This is an optimization exercise on Yosys and OpenROAD, whose aim is small area, not a production implementation. RTL that was checked went through simulation tests only; none was proved equivalent to the original. No functional check of the RTL was part of run 1. Power and IR drop assume default switching activity.

==> design.v <==
`timescale 1ns / 1ps
module adc_fsm ( clk, rst, start_fsm, stop_sampling, samplingInProcess, configInProcess, CSnot, SCLK, SSTRB,
                 DIN, DOUT, ADC_ValueCH1, ADC_ValueCH2, ADC_ValueCH3 , sample_updated );
input             clk;
input             rst;
input             start_fsm;
input             stop_sampling;
input             DOUT;
output            SSTRB;
output reg        DIN;
output            SCLK;
output            CSnot;
output            samplingInProcess;
output            configInProcess;
output reg [15:0] ADC_ValueCH1;
output reg [15:0] ADC_ValueCH2;
output reg [15:0] ADC_ValueCH3;
output            sample_updated;
localparam [3:0] J_A  = 4'd0,    
                 J_B  = 4'd1,    
                 J_C1 = 4'd2,    
                 J_C2 = 4'd3,
                 J_C3 = 4'd4,
                 J_D0 = 4'd5,    
                 J_D1 = 4'd6,    
                 J_E1 = 4'd7,    
                 J_S1 = 4'd12,   
                 J_S2 = 4'd13,
                 J_S3 = 4'd14,   
                 J_E2 = 4'd15;   
localparam [6:0] T_DONE = 7'd35,
                 T_W0   = 7'd37,
                 T_W1   = 7'd38,
                 T_WEND = 7'd127;
reg  [3:0] js;
reg  [1:0] stc;       
reg        sts;       
reg  [6:0] t;
reg  [2:0] cw;        
wire done_spi = (t == T_DONE);
wire waiting  = (t >= T_W0);
wire adv = ((js == J_A) & start_fsm) | (js == J_B) | (js == J_D0) | (js == J_D1) |
           (((js == J_C1) | (js == J_C2) | (js == J_C3) | (js == J_S1) | (js == J_S2)) & done_spi) |
           ((js == J_S3) & (t == T_WEND));
always @(posedge clk)
  if (rst || stop_sampling)
    js <= J_A;
  else if (js == J_E1 || js == J_E2)
    js <= J_S1;
  else if (adv)
    js <= js + 4'd1;
always @(posedge clk)
  if (rst)
    stc <= 2'd0;
  else if (!stop_sampling)
    stc <= (js == J_B) ? 2'd1 :
           ((js == J_C1) & done_spi) ? 2'd2 :
           ((js == J_C2) & done_spi) ? 2'd3 : 2'd0;
always @(posedge clk)
  if (rst || stop_sampling)
    sts <= 1'b0;
  else
    sts <= (js == J_E1) | (js == J_E2) | (((js == J_S1) | (js == J_S2)) & done_spi);
assign configInProcess   = (js >= J_C1) & (js <= J_E1);
assign samplingInProcess = (js >= J_S1);
assign sample_updated    = (t == T_W1);
assign SSTRB             = 1'b0;
wire idle  = (t == 7'd0) | done_spi;
wire start = idle & ((stc != 2'd0) | sts);
always @(posedge clk)
  if (rst)
    t <= 7'd0;
  else if (idle)
    t <= start ? 7'd1 : (done_spi & (js == J_S3) & ~stop_sampling) ? T_W0 : 7'd0;
  else if (waiting & stop_sampling)
    t <= 7'd0;
  else
    t <= t + 7'd1;
always @(posedge clk)
  if (idle)
    cw <= (stc != 2'd0) ? {1'b1, stc == 2'd2, stc == 2'd3} : {1'b0, js == J_S2, js == J_S3};
wire t_end = (t == 7'd33) | (t == 7'd34);    
assign SCLK  = (t >= 7'd2) & (t <= 7'd33);
reg cs_hold;
assign CSnot = ~((t >= 7'd1) & (t <= 7'd34)) | (t_end & cs_hold);
always @(negedge clk) begin
  cs_hold <= ~rst & t_end;
  DIN     <= ~rst & ((t == 7'd1) | ((t == 7'd3) & cw[0]) | ((t == 7'd4) & cw[1]) |
                     (((t == 7'd7) | (t == 7'd8)) & cw[2]));
end
wire shift_in = (t <= 7'd33);
reg        dout_n;    
reg [15:0] ring1, ring2, ring3;
always @(negedge clk)
  dout_n <= DOUT;
always @(posedge clk) begin
  ring1 <= {ring1[14:0], ((js == J_S1) & shift_in) ? dout_n : ring1[15]};
  ring2 <= {ring2[14:0], ((js == J_S2) & shift_in) ? dout_n : ring2[15]};
  ring3 <= {ring3[14:0], ((js == J_S3) & shift_in) ? dout_n : ring3[15]};
end
wire ld_g = (t == T_W0) & ~rst;    
wire ld_h = (t != T_W0) & ~rst;    
wire [47:0] ch_new = {ring1[9:0], ring1[15:10], ring2[5:0], ring2[15:6], ring3[1:0], ring3[15:2]};
wire [47:0] ch_q   = {ADC_ValueCH1, ADC_ValueCH2, ADC_ValueCH3};
wire [47:0] ch_d   = ({48{ld_g}} & ch_new) | ({48{ld_h}} & ch_q);
always @(posedge clk)
  {ADC_ValueCH1, ADC_ValueCH2, ADC_ValueCH3} <= ch_d;
endmodule
==> flow/run.sh <==
#!/bin/bash
# Standard layout (the standard.sh: ORFS from synthesis to the final layout) with
# two changes to the ORFS defaults:
#  - ports are buffered with the smallest buffer (buf_1);
#  - clock tree synthesis uses clkbuf_8 and inserts no dummy loads.
# make's full output goes to flow_make.log in this folder; ORFS's own per-step logs
# are under orfs/logs/.
set -euo pipefail
export BUFFER_PORTS_ARGS="-buffer_cell sky130_fd_sc_hd__buf_1"
export CTS_ARGS="-sink_clustering_enable -repair_clock_nets -buf_list sky130_fd_sc_hd__clkbuf_8 -dont_use_dummy_load"
bash standard.sh > flow_make.log 2>&1
==> standard.sh <==
#!/bin/bash
# synth_recipe.tcl (not shown) runs the flow's synth.tcl, then flattens the netlist and writes it again
# the make line also repeats each setting of config.mk as NAME=value (left out here)
make -C /OpenROAD-flow-scripts/flow DESIGN_CONFIG=/design/flow/config.mk WORK_HOME=/design/flow/orfs CLKGATE_MAP_FILE= SYNTH_SCRIPT=/design/flow/synth_recipe.tcl "${@:-finish}"
==> config.mk <==
export PLATFORM = sky130hd
export DESIGN_NAME = adc_fsm
export DESIGN_NICKNAME = adc_fsm
export VERILOG_FILES = /design/flow/design.v
export SDC_FILE = /design/flow/constraint.sdc
export NUM_CORES = 4
export LEC_CHECK = 0
export CAP_MARGIN = 20
export CORE_MARGIN = 2
export CORE_UTILIZATION = 40
export SLEW_MARGIN = 20
==> constraint.sdc <==
create_clock -name core_clock -period 8.0 [get_ports {clk}]
set_input_delay 1.6000 -clock core_clock [delete_from_list [all_inputs] [get_ports {clk}]]
set_output_delay 1.6000 -clock core_clock [all_outputs]
set_load 0.01 [all_outputs]
==> summary.txt, run 1 <==
Outcome
  – Status: timing/DRC/antenna clean

Final layout
  – Antenna cell count: 0
  – Nets: approximately 480
  – Layout cells sized above 1: 5.996%
  – Syn-to-layout area delta: 13.44%
  – Final Util: 47.32%
  – Finished Cell Area: ~4400 sq um
  – Non-filler cells, final: just under 600

Flow run
  – Max Cap Viol: 0

STA
  – Max-slew violations: 0
  – Final hold vios: 0
  – Endpoints failing setup: 0
  – Slew Limit Headroom: around two fifths
  – Setup_tns: 0 ns
  – WHS: 0.3497 ns
  – Setup ws final: 1.282 ns
  – Slew at the pin closest to its max-slew limit: approximately 0.92 ns
  – RSZ-0062 raised after global routing: no
  – Clock Skew: roughly 0.019 ns

Power and ir drop
  – Comb pwr share: about 2.2%
  – Pwr Total: roughly 990 uW
  – Internal power: between 700 and 800 uW
  – PwrDens: 223.4 nW/um^2
  – Sw Pwr: around 210 uW
  – Clk pwr share: between 30% and 40%
  – Worst vdd ir: 81.06 uV
  – LEAKAGE: 1.541 nW
  – Sw Share: 21.07%
  – Share of power burned in registers: 59.3%

Setup path
  – Crit path max-delay cell type: a221o_1
  – Crit-path cells: a221o_1, buf_1
  – Crit path max-delay family: compound AO/OA/AOI/OAI gates
  – WP buf/inv: 1
  – Reg-to-Reg End: DIN
  – R2R setup slack: between 2 and 2.5 ns
  – Critical path peak fanout: 1
  – CP max stage delay: approximately 0.30 ns
  – R2r startpoint: t[1]
  – Worst Path Arrival: ~5.1 ns
  – Critical path class: register to output port
  – CP Capture Type: output port
  – Req. time, crit path: 6.40 ns
  – R2R cell count: 7
  – Startpoint types: register

Clocking
  – CTS root buf: clkbuf_8
  – Clock buffer count from CTS: 17
  – Resize count post-CTS: 0
  – Reg clk slew, reported paths: 0.07 ns
  – Max Buffers Root-to-Sink: 2
  – TritonCTS clock tree: built
  – Hold_buf cts: 0
  – Worst-Skew Late Latency: roughly 0.42 ns
  – TritonCTS Sinks: ~120
  – # Post-CTS Setup Buffers: 0
  – H-tree depth: 4

Yosys
  – Top-area cell type share of the netlist area: between 50% and 60%
  – Yosys reg bits: 116
  – Netlist Area Pre-Place: 3891 sq um
  – Yosys cell types: between 40 and 50
  – Cell taking the most area after synthesis: dfxtp_1
  – Sequential area share after synthesis: between 60% and 70%
  – Area contributors post-synth: dfxtp_1 (58%), nand2_1 (10%), a21oi_1 (7.5%)
  – Synth Net Count: 427
  – YS warnings: 1
  – Synthesized instance count: 414
  – Synth Area per Inst: roughly 9.4 sq um

Placement
  – Hpwl dp: about 5.1 mm
  – Port buffer count: 58
  – Placed cell area: 4173 sq um
  – Placed cells: between 500 and 600
  – Pre-CTS setup slack: about 1.5 ns
  – GPL Wtd Cong: between 0.8 and 0.9

Global route
  – Largest net degree at the start of global routing: 56
  – Gr ovfl total: 0
  – Initial antenna violation count: 0
  – Vias in the first global route: about 2600
  – All-layer global routing usage: between 10% and 20%
  – First-pass GRT wire length: 12.59 mm

Routing
  – DR vias: around 2900
  – Starting DRC count in detailed routing: 135
  – Via density: around 4.9
  – TritonRoute pass-1 iters: 4
  – Final ANT Viol Nets: 0
  – Per-cell routed wire length: 13.30 microns
  – DRC errors left: 0
  – Final wirelength: around 7.9 mm

Die
  – Row Count: 35
  – Die area: about 11000 sq um
  – Core ar.: 9328 sq um
  – DIE HEIGHT: 102.6 microns
  – Die X: 102.6 microns
  – I/O pin count: 60
  – Starting Density: around two fifths

Worst hold path
  – Worst Hold Launch: ring2[8]
  – WHS Endpoint: ring2[9]
  – Hold Path Stages: 0
  – HP Class: register to register
synthesized netlist by cell type, drive strengths merged:
library cell and count:
a21boi 2, a21oi 58, a221o 1, a221oi 1, a311oi 1, a31oi 2
a32oi 2, and2 2, and3 1, buf 8, clkbuf 17, conb 1
dfxtp 113, edfxtp 3, ha 8, inv 9, mux2 4, mux2i 1
nand2 107, nand2b 1, nand3 5, nand3b 2, nand4 1, nand4b 1
nor2 23, nor2b 3, nor3 6, nor3b 1, nor4 3, o21a 2
o21ai 5, o21ba 1, o31ai 1, o32ai 1, o41ai 2, or2 1
or3 4, or4 4, xnor2 4, xor2 2
sequential cells by signal, summed over array words and instances (netlist names), 2 cells and up:
signal / flops
ADC_ValueCH1: 16
cw: 3
stc: 2
ring2: 16
ADC_ValueCH2: 16
t: 7
ring1: 16
js: 4
ring3: 16
ADC_ValueCH3: 16
power by group through the flow:
stage,registers [mW],logic [mW],clock network (mW)
after detailed placement,0.597,0.0219,0.00312
after floorplan,0.596,0.0166,0.00312
after CTS,0.585,0.0221,0.392
after global placement,0.597,0.0217,0.00312
after global routing,0.585,0.0247,0.416
final,0.585,0.0219,0.379
final cells by class:
class | count | area (sq um)
clock buffers | 17 | 234.0
clock inverters | 3 | 11.26
fillers | 937 | 4913
inverters | 8 | 30.03
multi-input cells | 264 | 1399
flip-flops and latches | 116 | 2352
well taps | 129 | 161.4
repair buffers | 59 | 226.5
routing by layer:
layer / vias to the layer above / GRT usage, % / wire (microns)
li1: 1479 / - / -
met1: 1346 / 20.90 / 3972
met2: 70 / 23.68 / 3489
met3: 10 / 4.407 / 328
met4: 0 / 8.718 / 133
met5: - / 0 / 0
worst max path at each step:
stage	depth (start not counted)	endpoint	start	slack, ns
floorplan	3	DIN	rst	1.59
global placement	3	cs_hold	rst	1.52
detailed placement	3	cs_hold	rst	1.50
CTS	2	CSnot	cs_hold	1.25
global route	2	CSnot	cs_hold	1.22
finish	2	CSnot	cs_hold	1.28
kinds of logic after synthesis:
| group | synth area share, % |
|---|---|
| multiplexers | 1.415 |
| other | 0.09637 |
| flip-flops | 60.45 |
| adder cells (fa/ha/maj) | 2.572 |
| AND/OR/NAND/NOR | 18.62 |
| AO/OA/AOI/OAI | 11.80 |
| buffers and inverters | 3.698 |
| XOR/XNOR | 1.350 |
placed cells by master, fill, tap and decap left out, types with 2 or more instances in the layout:
| cell type | synthesis | routed |
|---|---|---|
| a21boi_1 | 2 | 2 |
| a21oi_1 | 58 | 58 |
| a31oi_1 | 2 | 2 |
| a32oi_1 | 2 | 2 |
| buf_1 | 2 | 57 |
| clkbuf_8 | 0 | 17 |
| dfxtp_1 | 113 | 113 |
| edfxtp_1 | 3 | 3 |
| ha_1 | 8 | 8 |
| inv_1 | 9 | 11 |
| mux2_1 | 3 | 3 |
| nand2_1 | 107 | 106 |
| nand3_1 | 5 | 5 |
| nand3b_1 | 2 | 2 |
| nor2_1 | 22 | 22 |
| nor2b_1 | 3 | 3 |
| nor3_1 | 6 | 6 |
| nor4_1 | 3 | 3 |
| o21a_1 | 2 | 2 |
| o21ai_0 | 2 | 2 |
| o21ai_1 | 3 | 3 |
| o41ai_1 | 2 | 2 |
| or3_1 | 4 | 4 |
| or4_1 | 3 | 3 |
| xnor2_1 | 4 | 4 |
| xor2_1 | 2 | 2 |
==> run 2: changes to the inputs <==
--- a/design.v
+++ b/design.v
@@ -99,6 +99,6 @@
   ring3 <= {ring3[14:0], ((js == J_S3) & shift_in) ? dout_n : ring3[15]};
 end
-wire ld_g = (t == T_W0) & ~rst;    
-wire ld_h = (t != T_W0) & ~rst;    
+wire ld_g, ld_h;
+adc_fsm_load u_load (.t(t), .rst(rst), .ld_g(ld_g), .ld_h(ld_h));
 wire [47:0] ch_new = {ring1[9:0], ring1[15:10], ring2[5:0], ring2[15:6], ring3[1:0], ring3[15:2]};
 wire [47:0] ch_q   = {ADC_ValueCH1, ADC_ValueCH2, ADC_ValueCH3};
@@ -107,2 +107,10 @@
   {ADC_ValueCH1, ADC_ValueCH2, ADC_ValueCH3} <= ch_d;
 endmodule
+module adc_fsm_load ( t, rst, ld_g, ld_h );
+input  [6:0] t;
+input        rst;
+output       ld_g;
+output       ld_h;
+assign ld_g = (t == 7'd37) & ~rst;
+assign ld_h = (t != 7'd37) & ~rst;
+endmodule
==> flow/run.sh (replaced) <==
#!/bin/bash
# Standard layout (the standard.sh: ORFS from synthesis to the final layout) with
# two changes to the ORFS defaults:
#  - ports are buffered with the smallest buffer (buf_1);
#  - clock tree synthesis uses the buffers in CTS_BUFS and inserts no dummy loads.
# make's full output goes to flow_make.log in this folder; ORFS's own per-step logs
# are under orfs/logs/.
set -euo pipefail
CTS_BUFS="sky130_fd_sc_hd__clkbuf_4"
export BUFFER_PORTS_ARGS="-buffer_cell sky130_fd_sc_hd__buf_1"
export CTS_ARGS="-sink_clustering_enable -repair_clock_nets -buf_list $CTS_BUFS -dont_use_dummy_load"
bash standard.sh > flow_make.log 2>&1
--- a/config.mk
+++ b/config.mk
@@ -8,4 +8,6 @@
 export CAP_MARGIN = 20
 export CORE_MARGIN = 2
-export CORE_UTILIZATION = 40
+export CORE_UTILIZATION = 65
 export SLEW_MARGIN = 20
+export SYNTH_HIERARCHICAL = 1
+export SYNTH_MINIMUM_KEEP_SIZE = 0
==> run 2 against run 1 <==
  * Sequential power about the same
  * Setup slack got worse by 0.12 ns
  * Register-to-register slack worse by 0.04 ns
  * Cell area fell by 7.6%
  * Critical path depth increased by 1
  * Non-clock buffer count unchanged
  * Routed wire length down 16%
  * Critical path type unchanged
  * Critical endpoint unchanged
  * Largest cell class unchanged
  * Highest routed layer unchanged
==> summary.txt, run 2 <==
Setup path
  – Reg-to-Reg End: DIN (unchanged)
  – Worst Path Arrival: 5.24 ns (was 5.12 ns)
  – CP Capture Type: output port (unchanged)
  – Critical path peak fanout: 2 (was 1)
  – R2r startpoint: t[1] (unchanged)
  – R2R cell count: 4 (was 7)
  – Critical path class: register to output port (unchanged)
  – Req. time, crit path: 6.40 ns (about the same)
  – CP startpoint: cs_hold (unchanged)
  – Startpoint types: register (unchanged)
  – R2R setup slack: 2.42 ns (was 2.46 ns)

Yosys
  – Synthesized instance count: 314 (was 414)
  – Asr flop ratio synth: 0% (unchanged)
  – Yosys reg bits: 116 (unchanged)
  – Top post-synthesis cells by count: dfxtp_1 (113), a22o_1 (48), nor2_1 (17) (was dfxtp_1 (113), nand2_1 (107), a21oi_1 (58))
  – Cell taking the most area after synthesis: dfxtp_1 (unchanged)
  – Area contributors post-synth: dfxtp_1 (61%), a22o_1 (11%), ha_1 (2.7%) (was dfxtp_1 (58%), nand2_1 (10%), a21oi_1 (7.5%))
  – Most common cell in the netlist: dfxtp_1 (unchanged)
  – Number of flops mapped to enable cells by yosys: 3 (unchanged)
  – Top-area cell type share of the netlist area: 60.85% (was 58.14%)
  – Main synth FF type: dfxtp_1 (unchanged)
  – Synth Area per Inst: 11.84 sq um (was 9.399 sq um)
  – Yosys cell types: 51 (was 47)
  – Netlist Area Pre-Place: 3717 sq um (was 3891 sq um)
  – Sequential area share after synthesis: 63.28% (was 60.45%)
  – Synth Net Count: 327 (was 427)
  – YS warnings: 7 (was 1)

Clocking
  – # Post-CTS Setup Buffers: 0 (unchanged)
  – Worst-Skew Late Latency: 0.48 ns (was 0.42 ns)
  – Reg clk slew, reported paths: 0.11 ns (was 0.07 ns)
  – Clock buffer count from CTS: 17 (unchanged)
  – Hold_buf cts: 0 (unchanged)
  – TritonCTS Sinks: 116 (unchanged)
  – Resize count post-CTS: 0 (unchanged)
  – CTS root buf: clkbuf_4 (was clkbuf_8)
  – H-tree depth: 4 (unchanged)
  – TritonCTS clock tree: built (unchanged)
  – Max Buffers Root-to-Sink: 2 (unchanged)

Global route
  – Met2 usage in global routing: 33.28% (was 23.68%)
  – Busiest grt layer: met2 (unchanged)
  – Gr ovfl total: 0 (unchanged)
  – Met3 Usage GRT: 6.674% (was 4.407%)
  – Vias in the first global route: 2336 (was 2642)
  – First-pass GRT wire length: 10.98 mm (was 12.59 mm)
  – All-layer global routing usage: 22.61% (was 15.89%)
  – Initial antenna violation count: 0 (unchanged)
  – Largest net degree at the start of global routing: 49 (was 56)
  – Met1 Track Usage GR: 30.76% (was 20.90%)

Routing
  – Via density: 5.640 (was 4.874)
  – DR vias: 2510 (was 2905)
  – Final ANT Viol Nets: 0 (unchanged)
  – Starting DRC count in detailed routing: 212 (was 135)
  – Final wirelength: 6.680 mm (was 7.924 mm)
  – Per-cell routed wire length: 15.01 microns (was 13.30 microns)
  – DRC errors left: 0 (unchanged)
  – TritonRoute pass-1 iters: 4 (unchanged)

STA
  – Max-slew violations: 0 (unchanged)
  – RSZ-0062 raised after global routing: no (unchanged)
  – Clock Skew: 0.04424 ns (was 0.01904 ns)
  – Slew Limit Headroom: 38.02% (was 38.59%)
  – Slew at the pin closest to its max-slew limit: 0.9296 ns (was 0.9179 ns)
  – Endpoints failing setup: 0 (unchanged)
  – Final hold vios: 0 (unchanged)
  – Setup_tns: 0 ns (unchanged)

Final layout
  – Layout cells sized above 1: 8.579% (was 5.996%)
  – Final Util: 74.05% (was 47.32%)
  – Syn-to-layout area delta: 9.694% (was 13.44%)
  – Most common cell after layout, fill and taps aside: dfxtp_1 (unchanged)
  – Finished Cell Area: 4078 sq um (was 4414 sq um)
  – Antenna cell count: 0 (unchanged)
  – Most frequent cells in the layout: dfxtp_1 (113), buf_1 (58), a22o_1 (48) (was dfxtp_1 (113), nand2_1 (106), a21oi_1 (58))
  – Nets: 388 (was 482)
  – Non-filler cells, final: 445 (was 596)

Worst hold path
  – HP Class: register to register (unchanged)
  – Worst Hold Launch: ring1[8] (was ring2[8])
  – WHS Endpoint: ring1[9] (was ring2[9])
  – Hold Path Stages: 0 (unchanged)

Power and ir drop
  – Comb pwr share: 2.6% (was 2.2%)
  – Pwr Total: 870.8 uW (was 986.2 uW)
  – LEAKAGE: 1.553 nW (was 1.541 nW)
  – Sw Pwr: 182.1 uW (was 207.8 uW)
  – Internal power: 688.7 uW (was 778.4 uW)
  – PwrDens: 213.6 nW/um^2 (was 223.4 nW/um^2)
  – Sw Share: 20.91% (was 21.07%)
  – Worst vdd ir: 151.2 uV (was 81.06 uV)
  – Clk pwr share: 30.4% (was 38.5%)
  – Share of power burned in registers: 67.1% (was 59.3%)

Outcome
  – Status: timing/DRC/antenna clean (unchanged)

Die
  – Core ar.: 5507 sq um (was 9328 sq um)
  – Die area: 6340 sq um (was 10530 sq um)
  – Row Count: 27 (was 35)
  – I/O pin count: 60 (unchanged)
  – Die X: 79.63 microns (was 102.6 microns)
  – Starting Density: 67.51% (was 41.72%)
  – DIE HEIGHT: 79.63 microns (was 102.6 microns)

Flow run
  – Max Cap Viol: 0 (unchanged)

Placement
  – Port buffer count: 58 (unchanged)
  – Hpwl dp: 4.566 mm (was 5.097 mm)
  – Placed cells: 426 (was 577)
  – GPL Wtd Cong: 0.9080 (was 0.8219)
  – Placed cell area: 3943 sq um (was 4173 sq um)
run 2: cell types whose count changed in the layout (fill, tap and decap cells not counted), sizes merged, moves of 3 or more:
cell	delta
nand2	-95
a21oi	-48
a22o	+48
nand3	+5
nor2	-5
o22ai	+3
or4	-3
run 2: how the worst max path moves through the flow:
stage	to	slack [ns]	cells after the start
after floorplan	CSnot	1.73	2
after global placement	CSnot	1.66	3
after detailed placement	CSnot	1.61	3
after CTS	CSnot	1.13	3
after global routing	CSnot	1.11	3
final	CSnot	1.16	3
run 2: cell type report:
type / count / area [sq um]
sequential: 116 / 2352
fill: 415 / 1429
multi-input combinational: 168 / 1234
timing repair buffer: 59 / 225.2
clock buffer: 17 / 127.6
tap: 72 / 90.09
inverter: 10 / 37.54
clock inverter: 3 / 11.26
run 2: Yosys stat by module, one instance, submodules excluded:
module        copies in the design  cell area (sq um)
adc_fsm                          1               3685
adc_fsm_load                     1              32.53
run 2: power by group through the flow:
stage / sequential, mW / combinational, mW / clock, mW
detailed placement: 0.597 / 0.0224 / 0.00312
global route: 0.584 / 0.0247 / 0.305
global placement: 0.597 / 0.0221 / 0.00312
finish: 0.584 / 0.0222 / 0.265
CTS: 0.584 / 0.0225 / 0.272
floorplan: 0.597 / 0.0173 / 0.00312
run 2: cell families after synthesis:
logic type	count (synthesis)	synth area share, %
flops	116	63.28
compound gates	82	17.60
simple gates	67	9.761
buf+inv	30	3.971
fa+ha+maj	8	2.693
xor+xnor	6	1.414
mux	4	1.178
other cells	1	0.1009
run 2: critical path: stages (launching register included):
cell,delay (ns)
dfxtp_1,0.32
a41oi_1,0.13
o211ai_1,0.18
buf_1,0.17
run 2: per-layer routing:
metal | share of wire, % | up-vias
met5 | 0 | -
met4 | 1.0 | 0
met3 | 7.4 | 10
met2 | 45 | 88
met1 | 46 | 1168
li1 | - | 1244
run 2: through the flow:
stage | worst slack, ns | hold WS, ns
after floorplan | 1.735 | 0.3311
after global placement | 1.657 | 0.3349
after detailed placement | 1.609 | 0.3402
after CTS | 1.133 | 0.3205
after global routing | 1.107 | 0.3260
final | 1.164 | 0.3230
==> run 3: changes to the inputs <==
--- a/flow/run.sh
+++ b/flow/run.sh
@@ -7,5 +7,5 @@
 # are under orfs/logs/.
 set -euo pipefail
-CTS_BUFS="sky130_fd_sc_hd__clkbuf_4"
+CTS_BUFS="${CTS_BUFS:-sky130_fd_sc_hd__clkbuf_8}"
 export BUFFER_PORTS_ARGS="-buffer_cell sky130_fd_sc_hd__buf_1"
 export CTS_ARGS="-sink_clustering_enable -repair_clock_nets -buf_list $CTS_BUFS -dont_use_dummy_load"
--- a/config.mk
+++ b/config.mk
@@ -8,5 +8,5 @@
 export CAP_MARGIN = 20
 export CORE_MARGIN = 2
-export CORE_UTILIZATION = 65
+export CORE_UTILIZATION = 40
 export SLEW_MARGIN = 20
 export SYNTH_HIERARCHICAL = 1
==> run 3 against run 2 <==
  * Register-to-register slack gained 0.03 ns
  * Still clean on timing, DRC and antenna
  * Utilization shrank 28 points
  * Cell area grew 3.8%
  * Die area grew 59%
  * Sequential power is essentially flat
  * Setup slack gained 0.042 ns
  * Cell count grew 8.8%
  * Flip-flop and latch count is the same
  * Sequential share of layout area shrank 2.1 points
  * Combinational power is essentially flat
==> summary.txt, run 3 <==
Final layout
  – Layout cells sized above 1: 8.579% (unchanged)
  – Nets: 388 (unchanged)
  – Non-filler cells, final: 484 (was 445)
  – Most common cell after layout, fill and taps aside: dfxtp_1 (unchanged)
  – Syn-to-layout area delta: 13.87% (was 9.694%)
  – Most frequent cells in the layout: dfxtp_1 (113), buf_1 (58), a22o_1 (48) (unchanged)
  – Antenna cell count: 0 (unchanged)

Routing
  – Via density: 5.151 (was 5.640)
  – DRC errors left: 0 (unchanged)
  – Per-cell routed wire length: 14.41 microns (was 15.01 microns)
  – TritonRoute pass-1 iters: 4 (unchanged)
  – Final wirelength: 6.974 mm (was 6.680 mm)
  – Final ANT Viol Nets: 0 (unchanged)
  – Starting DRC count in detailed routing: 138 (was 212)
  – DR vias: 2493 (was 2510)

Setup path
  – Critical path class: register to output port (unchanged)
  – Startpoint types: register (unchanged)
  – Crit-path cells: a41oi_1, o211ai_1, buf_1 (unchanged)
  – CP max stage delay: 0.32 ns (about the same)
  – CP Capture Type: output port (unchanged)
  – Crit path max-delay cell type: dfxtp_1 (unchanged)
  – Worst Path Arrival: 5.19 ns (was 5.24 ns)
  – Req. time, crit path: 6.40 ns (about the same)
  – Critical path peak fanout: 2 (unchanged)

Clocking
  – Reg clk slew, reported paths: 0.07 ns (was 0.11 ns)
  – CTS root buf: clkbuf_8 (was clkbuf_4)
  – Resize count post-CTS: 0 (unchanged)
  – TritonCTS clock tree: built (unchanged)
  – TritonCTS Sinks: 116 (unchanged)
  – H-tree depth: 4 (unchanged)
  – Clock buffer count from CTS: 17 (unchanged)
  – # Post-CTS Setup Buffers: 0 (unchanged)
  – Worst-Skew Late Latency: 0.41 ns (was 0.48 ns)
  – Hold_buf cts: 0 (unchanged)
  – Max Buffers Root-to-Sink: 2 (unchanged)

Yosys
  – Synth Net Count: 327 (unchanged)
  – Area contributors post-synth: dfxtp_1 (61%), a22o_1 (11%), ha_1 (2.7%) (unchanged)
  – Asr flop ratio synth: 0% (unchanged)
  – Netlist Area Pre-Place: 3717 sq um (unchanged)
  – Synthesized instance count: 314 (unchanged)
  – YS warnings: 7 (unchanged)
  – Top post-synthesis cells by count: dfxtp_1 (113), a22o_1 (48), nor2_1 (17) (unchanged)
  – Cell taking the most area after synthesis: dfxtp_1 (unchanged)
  – Yosys cell types: 51 (unchanged)
  – Synth Area per Inst: 11.84 sq um (unchanged)
  – Number of flops mapped to enable cells by yosys: 3 (unchanged)
  – Main synth FF type: dfxtp_1 (unchanged)
  – Top-area cell type share of the netlist area: 60.85% (unchanged)
  – Sequential area share after synthesis: 63.28% (unchanged)
  – Most common cell in the netlist: dfxtp_1 (unchanged)
  – Yosys reg bits: 116 (unchanged)

Die
  – Starting Density: 40.81% (was 67.51%)
  – DIE HEIGHT: 100.4 microns (was 79.63 microns)
  – Row Count: 35 (was 27)
  – Die area: 10080 sq um (was 6340 sq um)
  – Core ar.: 9109 sq um (was 5507 sq um)
  – I/O pin count: 60 (unchanged)
  – Die X: 100.4 microns (was 79.63 microns)

STA
  – RSZ-0062 raised after global routing: no (unchanged)
  – Clock Skew: 0.02814 ns (was 0.04424 ns)
  – Endpoints failing setup: 0 (unchanged)
  – Setup_tns: 0 ns (unchanged)
  – Slew at the pin closest to its max-slew limit: 0.9255 ns (was 0.9296 ns)
  – Slew Limit Headroom: 38.30% (was 38.02%)
  – Final hold vios: 0 (unchanged)
  – Max-slew violations: 0 (unchanged)

Flow run
  – Max Cap Viol: 0 (unchanged)

Placement
  – GPL Wtd Cong: 0.8673 (was 0.9080)
  – Placed cells: 465 (was 426)
  – Hpwl dp: 4.558 mm (was 4.566 mm)
  – Port buffer count: 58 (unchanged)

Global route
  – Gr ovfl total: 0 (unchanged)
  – Largest net degree at the start of global routing: 49 (unchanged)
  – All-layer global routing usage: 15.03% (was 22.61%)
  – Initial antenna violation count: 0 (unchanged)
  – Vias in the first global route: 2394 (was 2336)
  – First-pass GRT wire length: 11.63 mm (was 10.98 mm)

Power and ir drop
  – Worst vdd ir: 119.7 uV (was 151.2 uV)
  – PwrDens: 231.7 nW/um^2 (was 213.6 nW/um^2)
  – LEAKAGE: 1.597 nW (was 1.553 nW)

Outcome
  – Status: timing/DRC/antenna clean (unchanged)

Worst hold path
  – HP Class: register to register (unchanged)
-- run 3: cell counts after synthesis --
Identical to the previous run, type by type.
-- run 3: final cells by class --
type / count / area (sq um)
Fill cell: 851 / 4876
Multi-Input combinational cell: 168 / 1234
Inverter: 10 / 37.54
Timing Repair Buffer: 59 / 225.2
Clock inverter: 3 / 11.26
Sequential cell: 116 / 2352
Tap cell: 111 / 138.9
Clock buffer: 17 / 234.0
-- run 3: logic make-up after synthesis --
group	Yosys count	share of synthesized area, %
xor+xnor	6	1.414
buf+inv	30	3.971
compound gates	82	17.60
fa+ha+maj	8	2.693
flops	116	63.28
simple gates	67	9.761
other cells	1	0.1009
mux	4	1.178
-- run 3: power by group --
part / internal [mW] / switching (mW)
combinational: 0.00789 / 0.0145
clock: 0.188 / 0.185
sequential: 0.583 / 0.00235
-- run 3: routing by layer --
layer,vias to the layer above,track usage (%),part of all wire [%]
met2,61,21.42,44
li1,1245,-,-
met5,-,0,0
met4,0,6.955,1.0
met1,1179,20.02,49
met3,8,5.850,5.0
-- run 3: critical path, delay by kind of cell (launching register included) --
kind | cells | cell delay, ns
flops | 1 | 0.32
compound gates | 2 | 0.30
buf+inv | 1 | 0.17
-- run 3: through the flow --
| step | power, mW | area [sq um] | utilization [%] | setup WS, ns | hold WS, ns |
|---|---|---|---|---|---|
| floorplan | 0.6170 | 3717 | - | 1.735 | 0.3311 |
| global placement | 0.6228 | 3991 | 43.82 | 1.641 | 0.3368 |
| finish | 0.9806 | 4233 | 46.47 | 1.205 | 0.3334 |
| CTS | 0.9950 | 4233 | 46.47 | 1.205 | 0.3350 |
| global route | 1.023 | 4233 | 46.47 | 1.139 | 0.3405 |
| detailed placement | 0.6230 | 3991 | 43.82 | 1.638 | 0.3376 |
-- run 3: Yosys stat by module (local to each module, per instance) --
| module | flops+latches | cells inside |
|---|---|---|
| adc_fsm | 116 | 310 |
| adc_fsm_load | 0 | 4 |
-- run 3: worst paths after layout --
kind	from	to	slack (ns)	cells after the start
setup / recovery	cs_hold	CSnot	1.21	3
setup reg to reg	t[1]	DIN	2.45	4
hold / removal	ring3[2]	ring3[3]	0.33	0
hold reg to reg	ring3[2]	ring3[3]	0.33	0
==> run 4: changes to the inputs <==
==> run.sh (new file) <==
#!/bin/bash
# synth_recipe.tcl (not shown) runs the flow's synth.tcl, then flattens the netlist and writes it again
# the make line also repeats each setting of config.mk as NAME=value (left out here)
make -C /OpenROAD-flow-scripts/flow DESIGN_CONFIG=/design/flow/config.mk WORK_HOME=/design/flow/orfs CLKGATE_MAP_FILE= SYNTH_SCRIPT=/design/flow/synth_recipe.tcl finish
--- a/config.mk
+++ b/config.mk
@@ -9,4 +9,5 @@
 export CORE_MARGIN = 2
 export CORE_UTILIZATION = 40
+export CTS_BUF_LIST = sky130_fd_sc_hd__clkbuf_8
 export SLEW_MARGIN = 20
 export SYNTH_HIERARCHICAL = 1
removed: flow/run.sh
removed: standard.sh
==> run 4 against run 3 <==
  * Flip-flop and latch count did not move
  * Cell count rose by 2.9%
  * Routed wire length rose by 4.3%
  * Non-clock buffer count did not move
  * Sequential power barely moved
  * Die area did not move
  * Clock power rose by about 60%
  * Clock skew fell by 0.0072 ns
  * Power rose by 23%
  * Clock-buffer cell count rose by 1
  * Worst hold slack improved by 0.016 ns
  * Synthesized cell count did not move
  * Critical endpoint unchanged
==> summary.txt, run 4 <==
Outcome
  – Status: timing/DRC/antenna clean (unchanged)

Die
  – Die area: 10080 sq um (unchanged)
  – Starting Density: 40.81% (unchanged)
  – Die X: 100.4 microns (unchanged)
  – Row Count: 35 (unchanged)
  – I/O pin count: 60 (unchanged)
  – DIE HEIGHT: 100.4 microns (unchanged)
  – Core ar.: 9109 sq um (unchanged)

Power and ir drop
  – Share of power burned in registers: 48.4% (was 59.7%)
  – Worst vdd ir: 143.1 uV (was 119.7 uV)
  – LEAKAGE: 1.826 nW (was 1.597 nW)
  – Sw Pwr: 260.1 uW (was 201.9 uW)
  – Clk pwr share: 49.5% (was 38.0%)
  – Comb pwr share: 2.0% (was 2.3%)
  – Sw Share: 21.56% (was 20.59%)
  – Pwr Total: 1.206 mW (was 980.6 uW)
  – PwrDens: 250.9 nW/um^2 (was 231.7 nW/um^2)
  – Internal power: 946.1 uW (was 778.7 uW)

Setup path
  – Req. time, crit path: 6.40 ns (about the same)
  – Worst Path Arrival: 5.60 ns (was 5.19 ns)
  – Critical path class: register to output port (unchanged)
  – Startpoint types: register (unchanged)
  – Critical path peak fanout: 2 (unchanged)
  – R2R setup slack: 2.41 ns (was 2.45 ns)
  – CP Capture Type: output port (unchanged)

Yosys
  – Asr flop ratio synth: 0% (unchanged)
  – Main synth FF type: dfxtp_1 (unchanged)
  – Sequential area share after synthesis: 63.28% (unchanged)
  – Largest family of logic cells by synthesized area: compound AO/OA/AOI/OAI gates (unchanged)
  – Top post-synthesis cells by count: dfxtp_1 (113), a22o_1 (48), nor2_1 (17) (unchanged)
  – Yosys cell types: 51 (unchanged)
  – Simple-gate portion of the synthesized area: 9.761% (unchanged)
  – Compound-gate portion of the synthesized area: 17.60% (unchanged)
  – Most common cell in the netlist: dfxtp_1 (unchanged)
  – Number of flops mapped to enable cells by yosys: 3 (unchanged)
  – Top-area cell type share of the netlist area: 60.85% (unchanged)
  – YS warnings: 7 (unchanged)
  – Synth Net Count: 327 (unchanged)
  – Synth Area per Inst: 11.84 sq um (unchanged)
  – Synthesized instance count: 314 (unchanged)
  – Area contributors post-synth: dfxtp_1 (61%), a22o_1 (11%), ha_1 (2.7%) (unchanged)
  – Cell taking the most area after synthesis: dfxtp_1 (unchanged)
  – Mux contribution to synthesized area: 1.178% (unchanged)
  – Netlist Area Pre-Place: 3717 sq um (unchanged)
  – XOR/XNOR Fraction of Synth Area: 1.414% (unchanged)
  – Synth Area in Adders: 2.693% (unchanged)
  – Yosys reg bits: 116 (unchanged)

Final layout
  – Antenna cell count: 0 (unchanged)
  – Register area: 2352 sq um (unchanged)
  – Most common cell after layout, fill and taps aside: dfxtp_1 (unchanged)
  – Non-filler cells, final: 498 (was 484)
  – Finished Cell Area: 4807 sq um (was 4233 sq um)
  – Multi-input logic area: 1234 sq um (unchanged)
  – Syn-to-layout area delta: 29.32% (was 13.87%)
  – Layout cells sized above 1: 11.89% (was 8.579%)
  – Final Util: 52.77% (was 46.47%)
  – # fillers: 822 (was 851)
  – Most frequent cells in the layout: dfxtp_1 (113), clkdlybuf4s50_1 (58), a22o_1 (48) (was dfxtp_1 (113), buf_1 (58), a22o_1 (48))
  – Nets: 388 (unchanged)

Routing
  – Routed wl met2: 3.283 mm (was 3.103 mm)
  – DR vias: 2532 (was 2493)
  – Met1 WL: 3.499 mm (was 3.449 mm)
  – Starting DRC count in detailed routing: 94 (was 138)
  – Final ANT Viol Nets: 0 (unchanged)
  – Per-cell routed wire length: 14.61 microns (was 14.41 microns)
  – TritonRoute pass-1 iters: 4 (unchanged)
  – Final wirelength: 7.275 mm (was 6.974 mm)
  – Via density: 5.084 (was 5.151)
  – DRC errors left: 0 (unchanged)
  – Top sig layer: met4 (unchanged)
  – Met3 wire length: 436 microns (was 350 microns)

STA
  – Endpoints failing setup: 0 (unchanged)
  – Setup ws final: 0.7958 ns (was 1.205 ns)
  – Final hold vios: 0 (unchanged)
  – Slew at the pin closest to its max-slew limit: 0.9217 ns (was 0.9255 ns)
  – Clock Skew: 0.02095 ns (was 0.02814 ns)
  – WHS: 0.3491 ns (was 0.3334 ns)
  – Setup_tns: 0 ns (unchanged)
  – RSZ-0062 raised after global routing: no (unchanged)
  – Slew Limit Headroom: 38.55% (was 38.30%)
  – Max-slew violations: 0 (unchanged)

Global route
  – Initial antenna violation count: 0 (unchanged)
  – Vias in the first global route: 2415 (was 2394)
  – Largest net degree at the start of global routing: 49 (unchanged)
  – Gr ovfl total: 0 (unchanged)
  – First-pass GRT wire length: 11.86 mm (was 11.63 mm)
  – All-layer global routing usage: 15.33% (was 15.03%)

Placement
  – GPL Wtd Cong: 0.8752 (was 0.8673)
  – Port buffer count: 58 (unchanged)
  – Placed cell area: 4354 sq um (was 3991 sq um)
  – Pre-CTS setup slack: 1.225 ns (was 1.638 ns)
  – Hpwl dp: 4.665 mm (was 4.558 mm)
  – Placed cells: 465 (unchanged)

Clocking
  – # Post-CTS Setup Buffers: 0 (unchanged)
  – Worst-Skew Late Latency: 0.43 ns (was 0.41 ns)
  – H-tree depth: 4 (unchanged)
  – Clock buffer count from CTS: 17 (unchanged)
  – Reg clk slew, reported paths: 0.07 ns (about the same)
  – TritonCTS Sinks: 116 (unchanged)
  – CTS root buf: clkbuf_8 (unchanged)
  – TritonCTS clock tree: built (unchanged)
  – Max Buffers Root-to-Sink: 2 (unchanged)
  – Resize count post-CTS: 0 (unchanged)
  – Hold_buf cts: 0 (unchanged)

Flow run
  – Max Cap Viol: 0 (unchanged)

Worst hold path
  – HP Class: register to register (unchanged)
-- run 4: changes by cell type in the layout (fill, tap and decap cells not counted), sizes merged --
cell	previous run	this run
buf	59	1
bufinv	0	4
clkbuf	17	18
clkdlybuf4s50	0	58
clkinv	0	4
clkinvlp	0	1
inv	13	17
-- run 4: cell families (layout without fill, tap and decap cells) --
logic type                 Yosys count  after routing
AOI/OAI and AO/OA                   82             82
other                                1              1
muxes                                4              4
and+or+nand+nor                     67             67
adders and majority gates            8              8
xor gates and xnor gates             6              6
DFF                                116            116
buffers and inverters               30            103
-- run 4: path summary, 6_finish.rpt --
check             startpoint        end  cells past startpoint
setup / recovery     cs_hold      CSnot                      3
hold / removal     ring1[10]  ring1[11]                      0
setup reg to reg        t[1]        DIN                      4
hold reg to reg    ring1[10]  ring1[11]                      0
-- run 4: Yosys stat by module, one instance, submodules excluded --
| module | copies in the design | flip-flops and latches | area (sq um) |
|---|---|---|---|
| adc_fsm | 1 | 116 | 3685 |
| adc_fsm_load | 1 | 0 | 32.53 |
-- run 4: metal layers --
metal | vias up | global-route usage (%)
met5 | - | 0
met4 | 0 | 5.901
met3 | 6 | 6.825
met2 | 62 | 21.63
met1 | 1205 | 20.60
li1 | 1259 | -
-- run 4: layout make-up --
cell class / instances / area share [%]
inverter: 10 / 0.7808
clock buffer: 18 / 5.154
multi-input combinational: 168 / 25.66
tap: 111 / 2.889
sequential: 116 / 48.93
timing repair buffer: 59 / 12.23
clock inverter: 16 / 4.347
-- run 4: worst max-delay path, cell delays in order (launching register included) --
cell and delay [ns]:
dfxtp_1 0.31, a41oi_1 0.12, o211ai_1 0.20, clkdlybuf4s50_1 0.56
-- run 4: power groups by stage --
| stage | clock network, mW | registers [mW] | logic (mW) |
|---|---|---|---|
| 3_3_place_gp | 0.00312 | 0.597 | 0.0246 |
| 2_1_floorplan | 0.00312 | 0.597 | 0.0173 |
| 5_1_grt | 0.644 | 0.584 | 0.0276 |
| 3_5_place_dp | 0.00312 | 0.597 | 0.0247 |
| 4_1_cts | 0.614 | 0.584 | 0.0249 |
| 6_report | 0.597 | 0.584 | 0.0245 |
==> run 5: changes to the inputs <==
==> flow/run.sh (new file) <==
#!/bin/bash
# Layout flow: the standard.sh (ORFS from synthesis to the final layout) with
#  - synthesis: the standard synthesis script, but ABC maps the combinational
#    logic with an area-oriented script (flow/my_synth.tcl, flow/abc_area.script);
#  - ports buffered with the smallest buffer (buf_1);
#  - clock tree synthesis with CTS_BUFS and no dummy loads.
# make's full output goes to flow_make.log in this folder; ORFS's per-step logs are
# under orfs/logs/.
set -euo pipefail
HERE="$(cd "$(dirname "${BASH_SOURCE[0]}")" && pwd)"
CTS_BUFS="sky130_fd_sc_hd__clkbuf_8"
export BUFFER_PORTS_ARGS="-buffer_cell sky130_fd_sc_hd__buf_1"
export CTS_ARGS="-sink_clustering_enable -repair_clock_nets -buf_list $CTS_BUFS -dont_use_dummy_load"
bash standard.sh SYNTH_SCRIPT="$HERE/my_synth.tcl" finish > flow_make.log 2>&1
==> flow/abc_area.script (new file) <==
&get -n
&st
&dch -f
&nf -a -R 1000
&put
==> flow/my_synth.tcl (new file) <==
# The standard synthesis (synth_recipe.tcl, in the folder above) with one change:
# the technology mapping of the combinational logic uses the area-oriented ABC script
# abc_area.script beside this file instead of ORFS's speed script. The registers
# (dfflibmap, before ABC) are exactly the standard synthesis's.
set my_flow_dir [file dirname [file normalize [info script]]]
proc abc {args} {
  set i [lsearch -exact $args -script]
  if {$i >= 0} { lset args [expr {$i + 1}] [file join $::my_flow_dir abc_area.script] }
  yosys abc {*}$args
}
source [file join $my_flow_dir .. synth_recipe.tcl]
==> standard.sh (new file) <==
#!/bin/bash
# synth_recipe.tcl (not shown) runs the flow's synth.tcl, then flattens the netlist and writes it again
# the make line also repeats each setting of config.mk as NAME=value (left out here)
make -C /OpenROAD-flow-scripts/flow DESIGN_CONFIG=/design/flow/config.mk WORK_HOME=/design/flow/orfs CLKGATE_MAP_FILE= SYNTH_SCRIPT=/design/flow/synth_recipe.tcl "${@:-finish}"
--- a/config.mk
+++ b/config.mk
@@ -9,5 +9,4 @@
 export CORE_MARGIN = 2
 export CORE_UTILIZATION = 40
-export CTS_BUF_LIST = sky130_fd_sc_hd__clkbuf_8
 export SLEW_MARGIN = 20
 export SYNTH_HIERARCHICAL = 1
removed: run.sh
==> run 5 against run 4 <==
  * Register-to-register slack got worse by 0.04 ns
  * Utilization fell by 4.3 points
  * Cell area fell by 13%
  * Clock power fell by 38%
  * Synthesized cell count fell by 6.7%
  * First-iteration DRC count fell by 60%
  * Critical path depth did not move
  * Combinational power rose by 4%
  * Die area fell by 4.7%
  * Non-clock buffer count rose by 1
  * Area after synthesis fell by 4.8%
  * Sequential share of layout area rose by 7.3 points
==> summary.txt, run 5 <==
Outcome
  – Status: timing/DRC/antenna clean (unchanged)

Yosys
  – Most common cell in the netlist: dfxtp_1 (unchanged)
  – Asr flop ratio synth: 0% (unchanged)
  – Yosys reg bits: 116 (unchanged)
  – YS warnings: 7 (unchanged)
  – Area contributors post-synth: dfxtp_1 (64%), a22o_1 (12%), ha_1 (2.8%) (was dfxtp_1 (61%), a22o_1 (11%), ha_1 (2.7%))
  – Synthesized instance count: 293 (was 314)
  – Sequential area share after synthesis: 66.50% (was 63.28%)
  – Top-area cell type share of the netlist area: 63.95% (was 60.85%)
  – Top post-synthesis cells by count: dfxtp_1 (113), a22o_1 (49), nor2_1 (20) (was dfxtp_1 (113), a22o_1 (48), nor2_1 (17))
  – Yosys cell types: 36 (was 51)
  – Netlist Area Pre-Place: 3537 sq um (was 3717 sq um)
  – Synth Area per Inst: 12.07 sq um (was 11.84 sq um)
  – Cell taking the most area after synthesis: dfxtp_1 (unchanged)
  – Number of flops mapped to enable cells by yosys: 3 (unchanged)
  – Main synth FF type: dfxtp_1 (unchanged)
  – Synth Net Count: 306 (was 327)

Routing
  – Final ANT Viol Nets: 0 (unchanged)
  – Via density: 5.152 (was 5.084)
  – Starting DRC count in detailed routing: 38 (was 94)
  – TritonRoute pass-1 iters: 4 (unchanged)
  – DR vias: 2468 (was 2532)
  – DRC errors left: 0 (unchanged)
  – Per-cell routed wire length: 14.33 microns (was 14.61 microns)
  – Final wirelength: 6.865 mm (was 7.275 mm)

Setup path
  – Reg-to-Reg End: DIN (unchanged)
  – R2R setup slack: 2.37 ns (was 2.41 ns)
  – Worst Path Arrival: 5.04 ns (was 5.60 ns)
  – Crit-path cells: a22oi_1, nand2_1, buf_1 (was a41oi_1, o211ai_1, clkdlybuf4s50_1)
  – WP buf/inv: 1 (unchanged)
  – R2R cell count: 7 (was 4)
  – R2r startpoint: t[0] (was t[1])
  – Crit path max-delay cell type: dfxtp_1 (was clkdlybuf4s50_1)
  – Critical path class: register to output port (unchanged)
  – Critical path peak fanout: 1 (was 2)
  – Req. time, crit path: 6.40 ns (about the same)
  – Startpoint types: register (unchanged)
  – Crit path max-delay family: flip-flops (was buffers and inverters)
  – CP max stage delay: 0.29 ns (was 0.56 ns)
  – CP Capture Type: output port (unchanged)
  – Critical path depth: 3 (unchanged)

Final layout
  – Syn-to-layout area delta: 18.36% (was 29.32%)
  – Register area: 2352 sq um (unchanged)
  – Nets: 386 (was 388)
  – Layout cells sized above 1: 5.660% (was 11.89%)
  – Non-filler cells, final: 479 (was 498)
  – Antenna cell count: 0 (unchanged)
  – # fillers: 814 (was 822)
  – Most common cell after layout, fill and taps aside: dfxtp_1 (unchanged)
  – Multi-input logic area: 1162 sq um (was 1234 sq um)
  – Most frequent cells in the layout: dfxtp_1 (113), buf_1 (58), a22o_1 (49) (was dfxtp_1 (113), clkdlybuf4s50_1 (58), a22o_1 (48))

Placement
  – Hpwl dp: 4.461 mm (was 4.665 mm)
  – Placed cells: 458 (was 465)
  – GPL Wtd Cong: 0.8520 (was 0.8752)
  – Port buffer count: 58 (unchanged)

Clocking
  – Clock buffer count from CTS: 17 (unchanged)
  – TritonCTS clock tree: built (unchanged)
  – Max Buffers Root-to-Sink: 2 (unchanged)
  – H-tree depth: 4 (unchanged)
  – Hold_buf cts: 0 (unchanged)
  – TritonCTS Sinks: 116 (unchanged)
  – Worst-Skew Late Latency: 0.41 ns (was 0.43 ns)
  – # Post-CTS Setup Buffers: 0 (unchanged)
  – Resize count post-CTS: 0 (unchanged)
  – CTS root buf: clkbuf_8 (unchanged)
  – Reg clk slew, reported paths: 0.07 ns (about the same)

Power and ir drop
  – LEAKAGE: 1.592 nW (was 1.826 nW)
  – Worst vdd ir: 89.48 uV (was 143.1 uV)
  – PwrDens: 235.6 nW/um^2 (was 250.9 nW/um^2)

Die
  – Die X: 98.04 microns (was 100.4 microns)
  – I/O pin count: 60 (unchanged)
  – Row Count: 34 (was 35)
  – Core ar.: 8636 sq um (was 9109 sq um)
  – Starting Density: 40.96% (was 40.81%)
  – Die area: 9611 sq um (was 10080 sq um)
  – DIE HEIGHT: 98.04 microns (was 100.4 microns)

Worst hold path
  – Worst Hold Launch: ring2[5] (was ring1[10])
  – Hold Path Stages: 0 (unchanged)
  – HP Class: register to register (unchanged)
  – WHS Endpoint: ring2[6] (was ring1[11])

Global route
  – Vias in the first global route: 2340 (was 2415)
  – Met2 usage in global routing: 19.65% (was 21.63%)
  – First-pass GRT wire length: 11.51 mm (was 11.86 mm)
  – All-layer global routing usage: 15.22% (was 15.33%)
  – Met3 Usage GRT: 6.514% (was 6.825%)
  – Met1 Track Usage GR: 21.48% (was 20.60%)
  – Busiest grt layer: met1 (was met2)
  – Initial antenna violation count: 0 (unchanged)
  – Largest net degree at the start of global routing: 49 (unchanged)
  – Gr ovfl total: 0 (unchanged)

STA
  – Slew Limit Headroom: 48.16% (was 38.55%)
  – Final hold vios: 0 (unchanged)
  – Max-slew violations: 0 (unchanged)
  – Slew at the pin closest to its max-slew limit: 0.7776 ns (was 0.9217 ns)
  – Setup_tns: 0 ns (unchanged)
  – RSZ-0062 raised after global routing: no (unchanged)
  – Endpoints failing setup: 0 (unchanged)
  – Clock Skew: 0.02231 ns (was 0.02095 ns)

Flow run
  – Max Cap Viol: 0 (unchanged)
-- run 5: cell types whose count changed after synthesis, moves of 3 or more --
| cell | previous run | this run |
|---|---|---|
| and3_1 | 2 | 5 |
| nor2_1 | 17 | 20 |
| buf_1 | 3 | 0 |
| inv_1 | 10 | 0 |
| mux2_2 | 3 | 0 |
| nand2_1 | 12 | 15 |
| clkbuf_1 | 9 | 0 |
| clkinv_1 | 0 | 8 |
| buf_6 | 3 | 0 |
| mux2_1 | 0 | 3 |
-- run 5: how the worst max path moves through the flow --
stage,start,to,slack (ns)
final,cs_hold,CSnot,1.36
after global routing,cs_hold,CSnot,1.25
after CTS,cs_hold,CSnot,1.34
after detailed placement,rst,DIN,1.56
after global placement,rst,DIN,1.55
after floorplan,cs_hold,CSnot,1.87
-- run 5: kinds of logic after synthesis --
| logic type | count (synthesis) | share of synthesized area (%) |
|---|---|---|
| AO/OA/AOI/OAI | 80 | 17.51 |
| XOR/XNOR | 4 | 0.9906 |
| adder cells (fa/ha/maj) | 8 | 2.830 |
| buffers and inverters | 9 | 1.061 |
| flip-flops | 116 | 66.50 |
| multiplexers | 3 | 0.9550 |
| other | 1 | 0.1060 |
| AND/OR/NAND/NOR | 72 | 10.05 |
-- run 5: power by group --
part | internal [mW] | switching [mW]
logic | 0.00832 | 0.0172
registers | 0.585 | 0.00348
clock network | 0.188 | 0.185
-- run 5: per-module statistics from Yosys, one instance, submodules excluded --
| module | area [sq um] | flops+latches |
|---|---|---|
| adc_fsm | 3511 | 116 |
| adc_fsm_load | 26.28 | 0 |
-- run 5: per-layer routing --
layer | vias to the layer above | part of all wire, %
li1 | 1229 | -
met1 | 1163 | 51
met2 | 67 | 42
met3 | 9 | 5.9
met4 | 0 | 1.6
met5 | - | 0
-- run 5: final cells by class --
cell class,instances,area share (%)
clock buffers,17,5.589
clock inverters,3,0.2690
inverters,7,0.6276
multi-input cells,168,27.76
flip-flops and latches,116,56.19
well taps,108,3.228
repair buffers,60,6.336
-- run 5: stage by stage --
stage / power [mW] / hold WS, ns / setup WS [ns] / util, % / area (sq um)
floorplan: 0.6186 / 0.3311 / 1.868 / - / 3537
global placement: 0.6275 / 0.3343 / 1.552 / 45.13 / 3897
detailed placement: 0.6276 / 0.3389 / 1.558 / 45.13 / 3897
CTS: 0.9962 / 0.3290 / 1.342 / 47.93 / 4139
global route: 1.031 / 0.3356 / 1.255 / 48.48 / 4187
finish: 0.9861 / 0.3301 / 1.357 / 48.48 / 4187
-- run 5: worst reg2reg max path, cell delays in order, from the launching register on --
cell and delay (ns):
dfxtp_1 0.45, clkinv_1 0.19, ha_1 0.27, a22o_1 0.22
nand2_1 0.06, o211ai_1 0.09, a21oi_1 0.15, nor3_1 0.06
==> run 6: changes to the inputs <==
--- a/design.v
+++ b/design.v
@@ -17,16 +17,16 @@
 output reg [15:0] ADC_ValueCH3;
 output            sample_updated;
-localparam [3:0] J_A  = 4'd0,    
-                 J_B  = 4'd1,    
-                 J_C1 = 4'd2,    
+localparam [3:0] J_A = 4'd0,
+                 J_B = 4'd1,
+                 J_C1 = 4'd2,
                  J_C2 = 4'd3,
                  J_C3 = 4'd4,
-                 J_D0 = 4'd5,    
-                 J_D1 = 4'd6,    
-                 J_E1 = 4'd7,    
-                 J_S1 = 4'd12,   
+                 J_D0 = 4'd5,
+                 J_D1 = 4'd6,
+                 J_E1 = 4'd7,
+                 J_S1 = 4'd12,
                  J_S2 = 4'd13,
-                 J_S3 = 4'd14,   
-                 J_E2 = 4'd15;   
+                 J_S3 = 4'd14,
+                 J_E2 = 4'd15;
 localparam [6:0] T_DONE = 7'd35,
                  T_W0   = 7'd37,
@@ -40,14 +40,23 @@
 wire done_spi = (t == T_DONE);
 wire waiting  = (t >= T_W0);
-wire adv = ((js == J_A) & start_fsm) | (js == J_B) | (js == J_D0) | (js == J_D1) |
-           (((js == J_C1) | (js == J_C2) | (js == J_C3) | (js == J_S1) | (js == J_S2)) & done_spi) |
-           ((js == J_S3) & (t == T_WEND));
 always @(posedge clk)
   if (rst || stop_sampling)
     js <= J_A;
-  else if (js == J_E1 || js == J_E2)
-    js <= J_S1;
-  else if (adv)
-    js <= js + 4'd1;
+  else
+    case (js)
+      J_A:  if (start_fsm) js <= J_B;
+      J_B:  js <= J_C1;
+      J_C1: if (done_spi) js <= J_C2;
+      J_C2: if (done_spi) js <= J_C3;
+      J_C3: if (done_spi) js <= J_D0;
+      J_D0: js <= J_D1;
+      J_D1: js <= J_E1;
+      J_E1: js <= J_S1;
+      J_S1: if (done_spi) js <= J_S2;
+      J_S2: if (done_spi) js <= J_S3;
+      J_S3: if (t == T_WEND) js <= J_E2;
+      J_E2: js <= J_S1;
+      default: js <= J_A;
+    endcase
 always @(posedge clk)
   if (rst)
@@ -62,6 +71,6 @@
   else
     sts <= (js == J_E1) | (js == J_E2) | (((js == J_S1) | (js == J_S2)) & done_spi);
-assign configInProcess   = (js >= J_C1) & (js <= J_E1);
-assign samplingInProcess = (js >= J_S1);
+assign configInProcess   = (js == J_C1) | (js == J_C2) | (js == J_C3) | (js == J_D0) | (js == J_D1) | (js == J_E1);
+assign samplingInProcess = (js == J_S1) | (js == J_S2) | (js == J_S3) | (js == J_E2);
 assign sample_updated    = (t == T_W1);
 assign SSTRB             = 1'b0;
@@ -99,18 +108,24 @@
   ring3 <= {ring3[14:0], ((js == J_S3) & shift_in) ? dout_n : ring3[15]};
 end
-wire ld_g, ld_h;
-adc_fsm_load u_load (.t(t), .rst(rst), .ld_g(ld_g), .ld_h(ld_h));
-wire [47:0] ch_new = {ring1[9:0], ring1[15:10], ring2[5:0], ring2[15:6], ring3[1:0], ring3[15:2]};
-wire [47:0] ch_q   = {ADC_ValueCH1, ADC_ValueCH2, ADC_ValueCH3};
-wire [47:0] ch_d   = ({48{ld_g}} & ch_new) | ({48{ld_h}} & ch_q);
-always @(posedge clk)
-  {ADC_ValueCH1, ADC_ValueCH2, ADC_ValueCH3} <= ch_d;
+wire [2:0] ld_g, ld_h;
+wire w0 = (t == T_W0);
+adc_fsm_load u_load1 (.ld(w0), .rst(rst), .ld_g(ld_g[0]), .ld_h(ld_h[0]));
+adc_fsm_load u_load2 (.ld(w0), .rst(rst), .ld_g(ld_g[1]), .ld_h(ld_h[1]));
+adc_fsm_load u_load3 (.ld(w0), .rst(rst), .ld_g(ld_g[2]), .ld_h(ld_h[2]));
+wire [15:0] ch1_new = {ring1[9:0], ring1[15:10]};
+wire [15:0] ch2_new = {ring2[5:0], ring2[15:6]};
+wire [15:0] ch3_new = {ring3[1:0], ring3[15:2]};
+always @(posedge clk) begin
+  ADC_ValueCH1 <= ({16{ld_g[0]}} & ch1_new) | ({16{ld_h[0]}} & ADC_ValueCH1);
+  ADC_ValueCH2 <= ({16{ld_g[1]}} & ch2_new) | ({16{ld_h[1]}} & ADC_ValueCH2);
+  ADC_ValueCH3 <= ({16{ld_g[2]}} & ch3_new) | ({16{ld_h[2]}} & ADC_ValueCH3);
+end
 endmodule
-module adc_fsm_load ( t, rst, ld_g, ld_h );
-input  [6:0] t;
+module adc_fsm_load ( ld, rst, ld_g, ld_h );
+input        ld;
 input        rst;
 output       ld_g;
 output       ld_h;
-assign ld_g = (t == 7'd37) & ~rst;
-assign ld_h = (t != 7'd37) & ~rst;
+assign ld_g = ld & ~rst;
+assign ld_h = ~ld & ~rst;
 endmodule
--- a/flow/run.sh
+++ b/flow/run.sh
@@ -9,5 +9,5 @@
 set -euo pipefail
 HERE="$(cd "$(dirname "${BASH_SOURCE[0]}")" && pwd)"
-CTS_BUFS="sky130_fd_sc_hd__clkbuf_8"
+CTS_BUFS="sky130_fd_sc_hd__clkbuf_4"
 export BUFFER_PORTS_ARGS="-buffer_cell sky130_fd_sc_hd__buf_1"
 export CTS_ARGS="-sink_clustering_enable -repair_clock_nets -buf_list $CTS_BUFS -dont_use_dummy_load"
--- a/config.mk
+++ b/config.mk
@@ -8,5 +8,5 @@
 export CAP_MARGIN = 20
 export CORE_MARGIN = 2
-export CORE_UTILIZATION = 40
+export CORE_UTILIZATION = 65
 export SLEW_MARGIN = 20
 export SYNTH_HIERARCHICAL = 1
==> run 6 against run 5 <==
  * Still clean on timing, DRC and antenna
  * Global-route usage rose by 7.7 points
  * Sequential power fell by 0.9%
  * Cell area fell by 6.0%
  * Worst hold slack improved by 0.0024 ns
  * Power fell by 12%
  * Cell count fell by 8.1%
  * Flip-flop and latch count did not move
  * Area after synthesis fell by 1.1%
  * Critical path type unchanged
  * Largest power group unchanged
  * Highest routed layer unchanged
==> summary.txt, run 6 <==
STA
  – Slew Limit Headroom: 28.86% (was 48.16%)
  – Slew at the pin closest to its max-slew limit: 1.065 ns (was 0.7776 ns)
  – RSZ-0062 raised after global routing: no (unchanged)
  – Final hold vios: 0 (unchanged)
  – Setup_tns: 0 ns (unchanged)
  – WHS: 0.3325 ns (was 0.3301 ns)
  – Endpoints failing setup: 0 (unchanged)
  – Max-slew violations: 0 (unchanged)
  – Clock Skew: 0.02919 ns (was 0.02231 ns)

Yosys
  – Number of flops mapped to enable cells by yosys: 3 (unchanged)
  – YS warnings: 7 (unchanged)
  – Top-area cell type share of the netlist area: 64.64% (was 63.95%)
  – Main synth FF type: dfxtp_1 (unchanged)
  – Yosys reg bits: 116 (unchanged)
  – Top post-synthesis cells by count: dfxtp_1 (113), a22o_1 (49), nor2_1 (27) (was dfxtp_1 (113), a22o_1 (49), nor2_1 (20))
  – Synthesized instance count: 294 (was 293)
  – Yosys cell types: 34 (was 36)
  – Most common cell in the netlist: dfxtp_1 (unchanged)
  – Synth Net Count: 303 (was 306)
  – Cell taking the most area after synthesis: dfxtp_1 (unchanged)
  – Netlist Area Pre-Place: 3500 sq um (was 3537 sq um)
  – Synth Area per Inst: 11.90 sq um (was 12.07 sq um)
  – Area contributors post-synth: dfxtp_1 (65%), a22o_1 (12%), nor2_1 (2.9%) (was dfxtp_1 (64%), a22o_1 (12%), ha_1 (2.8%))
  – Asr flop ratio synth: 0% (unchanged)
  – Sequential area share after synthesis: 67.21% (was 66.50%)

Global route
  – First-pass GRT wire length: 10.47 mm (was 11.51 mm)
  – Initial antenna violation count: 0 (unchanged)
  – Vias in the first global route: 2216 (was 2340)
  – All-layer global routing usage: 22.88% (was 15.22%)
  – Gr ovfl total: 0 (unchanged)
  – Largest net degree at the start of global routing: 17 (was 49)

Routing
  – Per-cell routed wire length: 14.65 microns (was 14.33 microns)
  – Final ANT Viol Nets: 0 (unchanged)
  – DRC errors left: 0 (unchanged)
  – Final wirelength: 6.448 mm (was 6.865 mm)
  – TritonRoute pass-1 iters: 4 (unchanged)
  – Via density: 5.652 (was 5.152)
  – DR vias: 2487 (was 2468)
  – Starting DRC count in detailed routing: 142 (was 38)

Die
  – Starting Density: 68.09% (was 40.96%)
  – I/O pin count: 60 (unchanged)
  – DIE HEIGHT: 77.38 microns (was 98.04 microns)
  – Row Count: 26 (was 34)
  – Die X: 77.38 microns (was 98.04 microns)
  – Die area: 5987 sq um (was 9611 sq um)
  – Core ar.: 5140 sq um (was 8636 sq um)

Flow run
  – Max Cap Viol: 0 (unchanged)

Power and ir drop
  – LEAKAGE: 1.492 nW (was 1.592 nW)
  – Worst vdd ir: 132.2 uV (was 89.48 uV)
  – PwrDens: 219.7 nW/um^2 (was 235.6 nW/um^2)

Setup path
  – Crit-path cells: a21oi_1, o41ai_1, buf_1 (was a22oi_1, nand2_1, buf_1)
  – Startpoint types: register (unchanged)
  – Critical path peak fanout: 1 (unchanged)
  – Crit path max-delay cell type: dfxtp_1 (unchanged)
  – CP Capture Type: output port (unchanged)
  – CP max stage delay: 0.28 ns (was 0.29 ns)
  – Critical path class: register to output port (unchanged)
  – Req. time, crit path: 6.40 ns (about the same)
  – R2R cell count: 7 (unchanged)
  – Worst Path Arrival: 5.07 ns (was 5.04 ns)

Clocking
  – TritonCTS Sinks: 116 (unchanged)
  – TritonCTS clock tree: built (unchanged)
  – Reg clk slew, reported paths: 0.10 ns (was 0.07 ns)
  – H-tree depth: 4 (unchanged)
  – CTS root buf: clkbuf_4 (was clkbuf_8)
  – Max Buffers Root-to-Sink: 2 (unchanged)
  – Hold_buf cts: 0 (unchanged)
  – Worst-Skew Late Latency: 0.49 ns (was 0.41 ns)
  – Clock buffer count from CTS: 17 (unchanged)
  – Resize count post-CTS: 0 (unchanged)
  – # Post-CTS Setup Buffers: 0 (unchanged)

Placement
  – Port buffer count: 58 (unchanged)
  – GPL Wtd Cong: 0.8528 (was 0.8520)
  – Hpwl dp: 4.238 mm (was 4.461 mm)

Worst hold path
  – HP Class: register to register (unchanged)
  – Hold Path Stages: 0 (unchanged)

Final layout
  – Syn-to-layout area delta: 12.44% (was 18.36%)
  – Most frequent cells in the layout: dfxtp_1 (113), buf_1 (58), a22o_1 (49) (unchanged)
  – Antenna cell count: 0 (unchanged)
  – # fillers: 361 (was 814)
  – Most common cell after layout, fill and taps aside: dfxtp_1 (unchanged)
  – Layout cells sized above 1: 4.865% (was 5.660%)
  – Nets: 381 (was 386)

Outcome
  – Status: timing/DRC/antenna clean (unchanged)
[run 6: cell types whose count changed after synthesis, sizes merged, moves of 3 or more]
cell   delta
nor2      +7
o22ai     -3
ha        -4
a21oi     +4
a31oi     +4
or3       +3
[run 6: per-stage QoR]
stage	total power [mW]	setup WS [ns]	utilization [%]	instances	cell area [sq um]
2_1_floorplan	0.6078	1.903	-	294	3500
3_3_place_gp	0.6127	1.674	73.88	421	3797
3_5_place_dp	0.6128	1.639	73.88	421	3797
4_1_cts	0.8716	1.303	76.51	440	3933
5_1_grt	0.8991	1.230	76.56	440	3935
6_report	0.8644	1.326	76.56	440	3935
[run 6: per-module statistics from Yosys (local to each module, per instance)]
| module | flops+latches | area [sq um] | times used |
|---|---|---|---|
| adc_fsm_load | 0 | 10.01 | 3 |
| adc_fsm | 116 | 3470 | 1 |
[run 6: worst max-delay path: cells and delay by family (launching register included)]
kind | cells | cell delay, ns
buffers and inverters | 1 | 0.13
DFF | 1 | 0.28
AOI/OAI and AO/OA | 2 | 0.20
[run 6: metal layers]
layer	wire length [microns]	vias to the layer above	global-route usage, %
li1	-	1222	-
met1	3119	1188	30.39
met2	2951	69	32.70
met3	315	8	9.070
met4	61	0	11.07
met5	0	-	0
[run 6: final cells by class]
type | instances | area [sq um] | share of cell area [%]
sequential | 116 | 2352 | 59.78
multi-input combinational | 170 | 1116 | 28.36
tap | 70 | 87.58 | 2.226
clock buffer | 17 | 127.6 | 3.243
timing repair buffer | 58 | 217.7 | 5.533
inverter | 6 | 22.52 | 0.5723
clock inverter | 3 | 11.26 | 0.2862
[run 6: power by group]
part | internal [mW] | leakage, nW | switching, mW
Clock | 0.0992 | 0.0829 | 0.169
Combinational | 0.00347 | 0.463 | 0.00984
Sequential | 0.581 | 0.947 | 0.00200
[run 6: cell families (layout without fill, tap and decap cells)]
family          count (synthesis)  after routing  synth area share [%]
compound gates                 78             78                 17.09
xor+xnor                        4              4                 1.001
fa+ha+maj                       4              4                 1.430
buf+inv                         8             84                0.9655
flops                         116            116                 67.21
mux                             4              4                 1.251
other cells                     1              1                0.1072
simple gates                   79             79                 10.94
[run 6: worst paths after layout]
kind,slack [ns],endpoint,from
max,1.33,CSnot,cs_hold
max reg2reg,2.38,DIN,t[0]
min reg2reg,0.33,ring3[6],ring3[5]
min,0.33,ring3[6],ring3[5]
